Context: an optimization exercise on an open-source flow, tuned for small area. The choices shown serve that exercise and are no tape-out recipe. Only simulation tests tie the RTL to the original design; equivalence was not proved. No driver is modelled on the clock port, so clock power and skew are understated where the tree is cut down; a real chip needs a root buffer or a tree. Power and IR drop assume default switching activity.

run 1:
## report_tx
module report_tx(
	input clk,
	input rst,
	input [55:0] frame,
	input send_frame,
	input send_nosig,
	output tx,
	output frame_done,
	output nosig_done
    );
	reg act_q;
	reg [5:0] b_q;
	reg [6:0] s_q;
	reg [9:0] p_q;
	wire act_d;
	wire [5:0] b_d;
	wire [6:0] s_d;
	wire [9:0] p_d;
	report_tx_logic L(.rst(rst), .frame(frame), .send_frame(send_frame),
		.send_nosig(send_nosig), .act_q(act_q), .b_q(b_q), .s_q(s_q), .p_q(p_q),
		.act_d(act_d), .b_d(b_d), .s_d(s_d), .p_d(p_d),
		.tx(tx), .frame_done(frame_done), .nosig_done(nosig_done));
	always @(posedge clk) begin
		act_q <= act_d;
		b_q <= b_d;
		s_q <= s_d;
		p_q <= p_d;
	end
endmodule
export LEC_CHECK = 0
export CAP_MARGIN = 20
export CORE_MARGIN = 2
export CORE_UTILIZATION = 40
export SLEW_MARGIN = 20
create_clock -name core_clock -period 10.0 [get_ports {clk}]
standard.sh (not shown) runs the stock make flow with config.mk's settings and CLKGATE_MAP_FILE= SYNTH_SCRIPT=/design/flow/synth_recipe.tcl, a recipe that flattens the netlist after the stock synthesis.
==> flow/flow/run.sh <==
#!/bin/bash
# Layout flow: the standard flow (standard.sh) with these changes:
#  - synthesis is run once per ABC mapping script in flow/abc_*.script
#    (area-oriented scripts; adders are left to ABC: no ADDER_MAP_FILE),
#    and the run with the smallest cell area is kept.  Only the mapping of
#    the combinational logic differs between runs; the registers are the
#    standard synthesis's.
#  - port buffers are the smallest buffer cell (buf_1)
#  - the clock tree is a single clock buffer (flow/my_clkbuf.tcl) placed
#    at the centre of the registers, in place of clock_tree_synthesis; the
#    clock port drives only this buffer, and every register gets the clock
#    from it
# Each run's full output goes to a log file in this folder.
set -euo pipefail
W=$PWD
rm -rf "$W/scripts"
cp -r "$FLOW_HOME/scripts" "$W/scripts"
cp "$W/flow/my_clkbuf.tcl" "$W/scripts/my_clkbuf.tcl"
grep -q '^log_cmd clock_tree_synthesis {\*}$cts_args$' "$W/scripts/cts.tcl"
sed -i 's|^log_cmd clock_tree_synthesis {\*}$cts_args$|source $::env(SCRIPTS_DIR)/my_clkbuf.tcl\nbench_single_clock_buffer sky130_fd_sc_hd__clkbuf_16|' "$W/scripts/cts.tcl"
grep -q '^my_single_clock_buffer' "$W/scripts/cts.tcl"
best=""
bestarea=""
for sc in "$W"/flow/abc_*.script; do
  n=$(basename "$sc" .script)
  cp "$sc" "$W/scripts/abc_speed.script"
  cp "$sc" "$W/scripts/abc_area.script"
  rm -rf "$W/orfs"
  if bash standard.sh synth SCRIPTS_DIR="$W/scripts" ADDER_MAP_FILE= > "$W/synth_$n.log" 2>&1; then
    a=$(grep -h "Chip area for module" "$W"/orfs/reports/*/*/*/synth_stat.txt | awk '{print $NF}')
    echo "$n $a" >> "$W/synth_areas.log"
    if [[ -z "$best" ]] || awk -v a="$a" -v b="$bestarea" 'BEGIN{exit !(a<b)}'; then
      best=$n; bestarea=$a
    fi
    rm -rf "$W/orfs_$n"; mv "$W/orfs" "$W/orfs_$n"
  fi
done
echo "best $best $bestarea" >> "$W/synth_areas.log"
rm -rf "$W/orfs"
mv "$W/orfs_$best" "$W/orfs"
cp "$W/flow/$best.script" "$W/scripts/abc_speed.script"
cp "$W/flow/$best.script" "$W/scripts/abc_area.script"
for d in "$W"/orfs_abc_*; do rm -rf "$d"; done
bash standard.sh finish SCRIPTS_DIR="$W/scripts" ADDER_MAP_FILE= \
  BUFFER_PORTS_ARGS="-buffer_cell sky130_fd_sc_hd__buf_1" > "$W/layout.log" 2>&1
Other scripts of this flow, unchanged in this note and not shown: flow/flow/abc_1.script, flow/flow/abc_2.script, flow/flow/abc_3.script, flow/flow/abc_4.script, flow/flow/abc_5.script, flow/flow/abc_6.script, flow/flow/my_clkbuf.tcl
Inputs modified between run 1 and run 2:
# run 1
export LEC_CHECK = 0
export CAP_MARGIN = 20
export CORE_MARGIN = 2
export CORE_UTILIZATION = 40
export SLEW_MARGIN = 20
create_clock -name core_clock -period 10.0 [get_ports {clk}]
# run 2
export LEC_CHECK = 0
export CAP_MARGIN = 20
export CORE_MARGIN = 2
export CORE_UTILIZATION = 40
export GPL_TIMING_DRIVEN = 0
export SLEW_MARGIN = 20
create_clock -name core_clock -period 10.0 [get_ports {clk}]
--- a/flow/flow/run.sh
+++ b/flow/flow/run.sh
@@ -7,5 +7,5 @@
 #    standard synthesis's.
 #  - port buffers are the smallest buffer cell (buf_1)
-#  - the clock tree is a single clock buffer (flow/my_clkbuf.tcl) placed
+#  - the clock tree is a single buffer (buf_12) (flow/my_clkbuf.tcl) placed
 #    at the centre of the registers, in place of clock_tree_synthesis; the
 #    clock port drives only this buffer, and every register gets the clock
@@ -18,5 +18,5 @@
 cp "$W/flow/my_clkbuf.tcl" "$W/scripts/my_clkbuf.tcl"
 grep -q '^log_cmd clock_tree_synthesis {\*}$cts_args$' "$W/scripts/cts.tcl"
-sed -i 's|^log_cmd clock_tree_synthesis {\*}$cts_args$|source $::env(SCRIPTS_DIR)/my_clkbuf.tcl\nbench_single_clock_buffer sky130_fd_sc_hd__clkbuf_16|' "$W/scripts/cts.tcl"
+sed -i 's|^log_cmd clock_tree_synthesis {\*}$cts_args$|source $::env(SCRIPTS_DIR)/my_clkbuf.tcl\nbench_single_clock_buffer sky130_fd_sc_hd__buf_12|' "$W/scripts/cts.tcl"
 grep -q '^my_single_clock_buffer' "$W/scripts/cts.tcl"
 best=""
Timing, DRC, antenna: 0 failures across run 1 and run 2
Run 2 ended with less final instance area than run 1.
Run 2: synthesis-to-finish area growth lower than run 1
Run 2 ended up with sequential cells as its main power-consuming group; run 1 ended up with combinational logic.
Run 2 — register share of the cell area 0.24 points higher, run 1 as reference
For the final total power, run 2 came in 0.89% lower than run 1 did.
Summary of run 2 over run 1: ratio of routed vias to standard cells lost 1.8%, initial DRC count picked up an extra 42, final period demand of the worst path climbed 0.096 ns.
Input-level comparison between run 3 and run 2:
--- a/flow/flow/run.sh
+++ b/flow/flow/run.sh
@@ -7,5 +7,5 @@
 #    standard synthesis's.
 #  - port buffers are the smallest buffer cell (buf_1)
-#  - the clock tree is a single buffer (buf_12) (flow/my_clkbuf.tcl) placed
+#  - the clock tree is a single clock buffer (flow/my_clkbuf.tcl) placed
 #    at the centre of the registers, in place of clock_tree_synthesis; the
 #    clock port drives only this buffer, and every register gets the clock
@@ -18,5 +18,5 @@
 cp "$W/flow/my_clkbuf.tcl" "$W/scripts/my_clkbuf.tcl"
 grep -q '^log_cmd clock_tree_synthesis {\*}$cts_args$' "$W/scripts/cts.tcl"
-sed -i 's|^log_cmd clock_tree_synthesis {\*}$cts_args$|source $::env(SCRIPTS_DIR)/my_clkbuf.tcl\nbench_single_clock_buffer sky130_fd_sc_hd__buf_12|' "$W/scripts/cts.tcl"
+sed -i 's|^log_cmd clock_tree_synthesis {\*}$cts_args$|source $::env(SCRIPTS_DIR)/my_clkbuf.tcl\nbench_single_clock_buffer sky130_fd_sc_hd__clkbuf_16|' "$W/scripts/cts.tcl"
 grep -q '^my_single_clock_buffer' "$W/scripts/cts.tcl"
 best=""
Results
Clock group share of total power, run 2 and run 3: lower on run 2
Between run 2 and run 3, the difference in arrival time of data at the critical path endpoint is negligible.
| hold slack | run 3 vs run 2 | ≈ equal |
diff inputs: run 3 => run 4
# run 3
export LEC_CHECK = 0
export CAP_MARGIN = 20
export CORE_MARGIN = 2
export CORE_UTILIZATION = 40
export GPL_TIMING_DRIVEN = 0
export SLEW_MARGIN = 20
create_clock -name core_clock -period 10.0 [get_ports {clk}]
# run 4
export LEC_CHECK = 0
export CAP_MARGIN = 0
export CORE_MARGIN = 2
export CORE_UTILIZATION = 40
export SLEW_MARGIN = 0
create_clock -name core_clock -period 10.0 [get_ports {clk}]
[summary]
[compare] base=run 3 new=run 4: power attributed to sequential cells saw a decrease, number of cells traversed by the worst register-to-register path shows no meaningful change, via count went up by 2.6%. Any difference in simple logic cell fraction of the synthesized area between run 4 and run 3 is small enough to ignore. Total leakage power on run 4 is up relative to run 3.
No run of this note takes its clock network from TritonCTS; it comes from the design's own scripts or RTL.

report_tx, a different RTL version from the one above (not shown whole).
Size: ~280 cells after synthesis, about 24 flip-flops, roughly 63 I/O pins, ~0.0018 sq mm of cells after synthesis.
==> flow/config.mk <==
export PLATFORM = sky130hd
export DESIGN_NAME = report_tx
export DESIGN_NICKNAME = report_tx
export VERILOG_FILES = /design/flow/design.v
export SDC_FILE = /design/flow/constraint.sdc
export NUM_CORES = 8
export LEC_CHECK = 0
export CAP_MARGIN = 20
export CORE_MARGIN = 2
export CORE_UTILIZATION = 40
export CTS_BUF_LIST = sky130_fd_sc_hd__clkbuf_4 sky130_fd_sc_hd__clkbuf_8
export SLEW_MARGIN = 20
==> flow/constraint.sdc <==
create_clock -name core_clock -period 10.0 [get_ports {clk}]
set_input_delay 2.0000 -clock core_clock [delete_from_list [all_inputs] [get_ports {clk}]]
set_output_delay 2.0000 -clock core_clock [all_outputs]
set_load 0.01 [all_outputs]
==> flow/flow/run.sh <==
#!/bin/bash
# Layout flow: the standard flow (standard.sh), with these changes:
#  - synthesis maps the logic with an area-oriented ABC script (flow/abc.script)
#    and leaves adders to ABC (no ADDER_MAP_FILE); registers are unchanged
#  - port buffers are the smallest buffer cell (buf_1)
# Each step's full output goes to a log file in this folder.
set -euo pipefail
W=$PWD
rm -rf "$W/scripts"
cp -r "$FLOW_HOME/scripts" "$W/scripts"
cp "$W/flow/abc.script" "$W/scripts/abc_speed.script"
cp "$W/flow/abc.script" "$W/scripts/abc_area.script"
bash standard.sh synth SCRIPTS_DIR="$W/scripts" ADDER_MAP_FILE= > "$W/synth.log" 2>&1
bash standard.sh finish SCRIPTS_DIR="$W/scripts" ADDER_MAP_FILE= \
  BUFFER_PORTS_ARGS="-buffer_cell sky130_fd_sc_hd__buf_1" > "$W/layout.log" 2>&1
==> flow/flow/abc.script <==
strash
balance -l
resub -K 6 -l
rewrite -l
resub -K 6 -N 2 -l
refactor -l
resub -K 8 -l
balance -l
resub -K 8 -N 2 -l
rewrite -l
resub -K 10 -l
rewrite -z -l
resub -K 10 -N 2 -l
balance -l
resub -K 12 -l
refactor -z -l
resub -K 12 -N 2 -l
rewrite -z -l
balance -l
dch -f
map -a
topo
==> next run, changes <==
Settings changed: CTS_BUF_LIST sky130_fd_sc_hd__clkbuf_4 sky130_fd_sc_hd__clkbuf_8 to not set.
After rerunning:
- first-iteration DRC count stays the same
- setup slack degrades by 27 ps
- synthesized area does not change
- total power goes down by about 0.9%
- count of clock-buffer cells in the layout stays the same
- routed wire length stays flat
- final cell count stays the same
- combinational power is about the same

[re-timing with driven ports]
The flow's constraints put no driver on any port. The routed layouts listed below were extracted and timed again, unchanged, in two steps. Step 1: set_driving_cell puts a clkbuf_16 on clk and a buf_2 on each other input, an assumption about the parent block. Step 2 also shifts input and output timing later by t, the mid clock arrival at the registers, as if the neighbouring blocks saw the same clock. Three values: ideal, step 1, step 2; two values: the first two.
| run | shift t [ns] | setup slack, ns | latest minus earliest clock arrival (ns) |
|---|---|---|---|
| run 1 | 0.177 | 4.226 / 4.203 / 4.203 | 0.002 / 0.002 |
| run 2 | 0.154 | 4.130 / 4.108 / 4.108 | 0.002 / 0.002 |
| run 3 | 0.182 | 4.120 / 4.099 / 4.099 | 0.003 / 0.004 |
| run 4 | 0.177 | 4.226 / 4.203 / 4.203 | 0.002 / 0.002 |
| the first run of note 2 | 0.285 | 4.454 / 4.429 / 4.485 | 0.002 / 0.002 |
| the second run of note 2 | 0.284 | 4.428 / 4.403 / 4.469 | 0.003 / 0.003 |
After both steps every run listed still meets setup and hold.
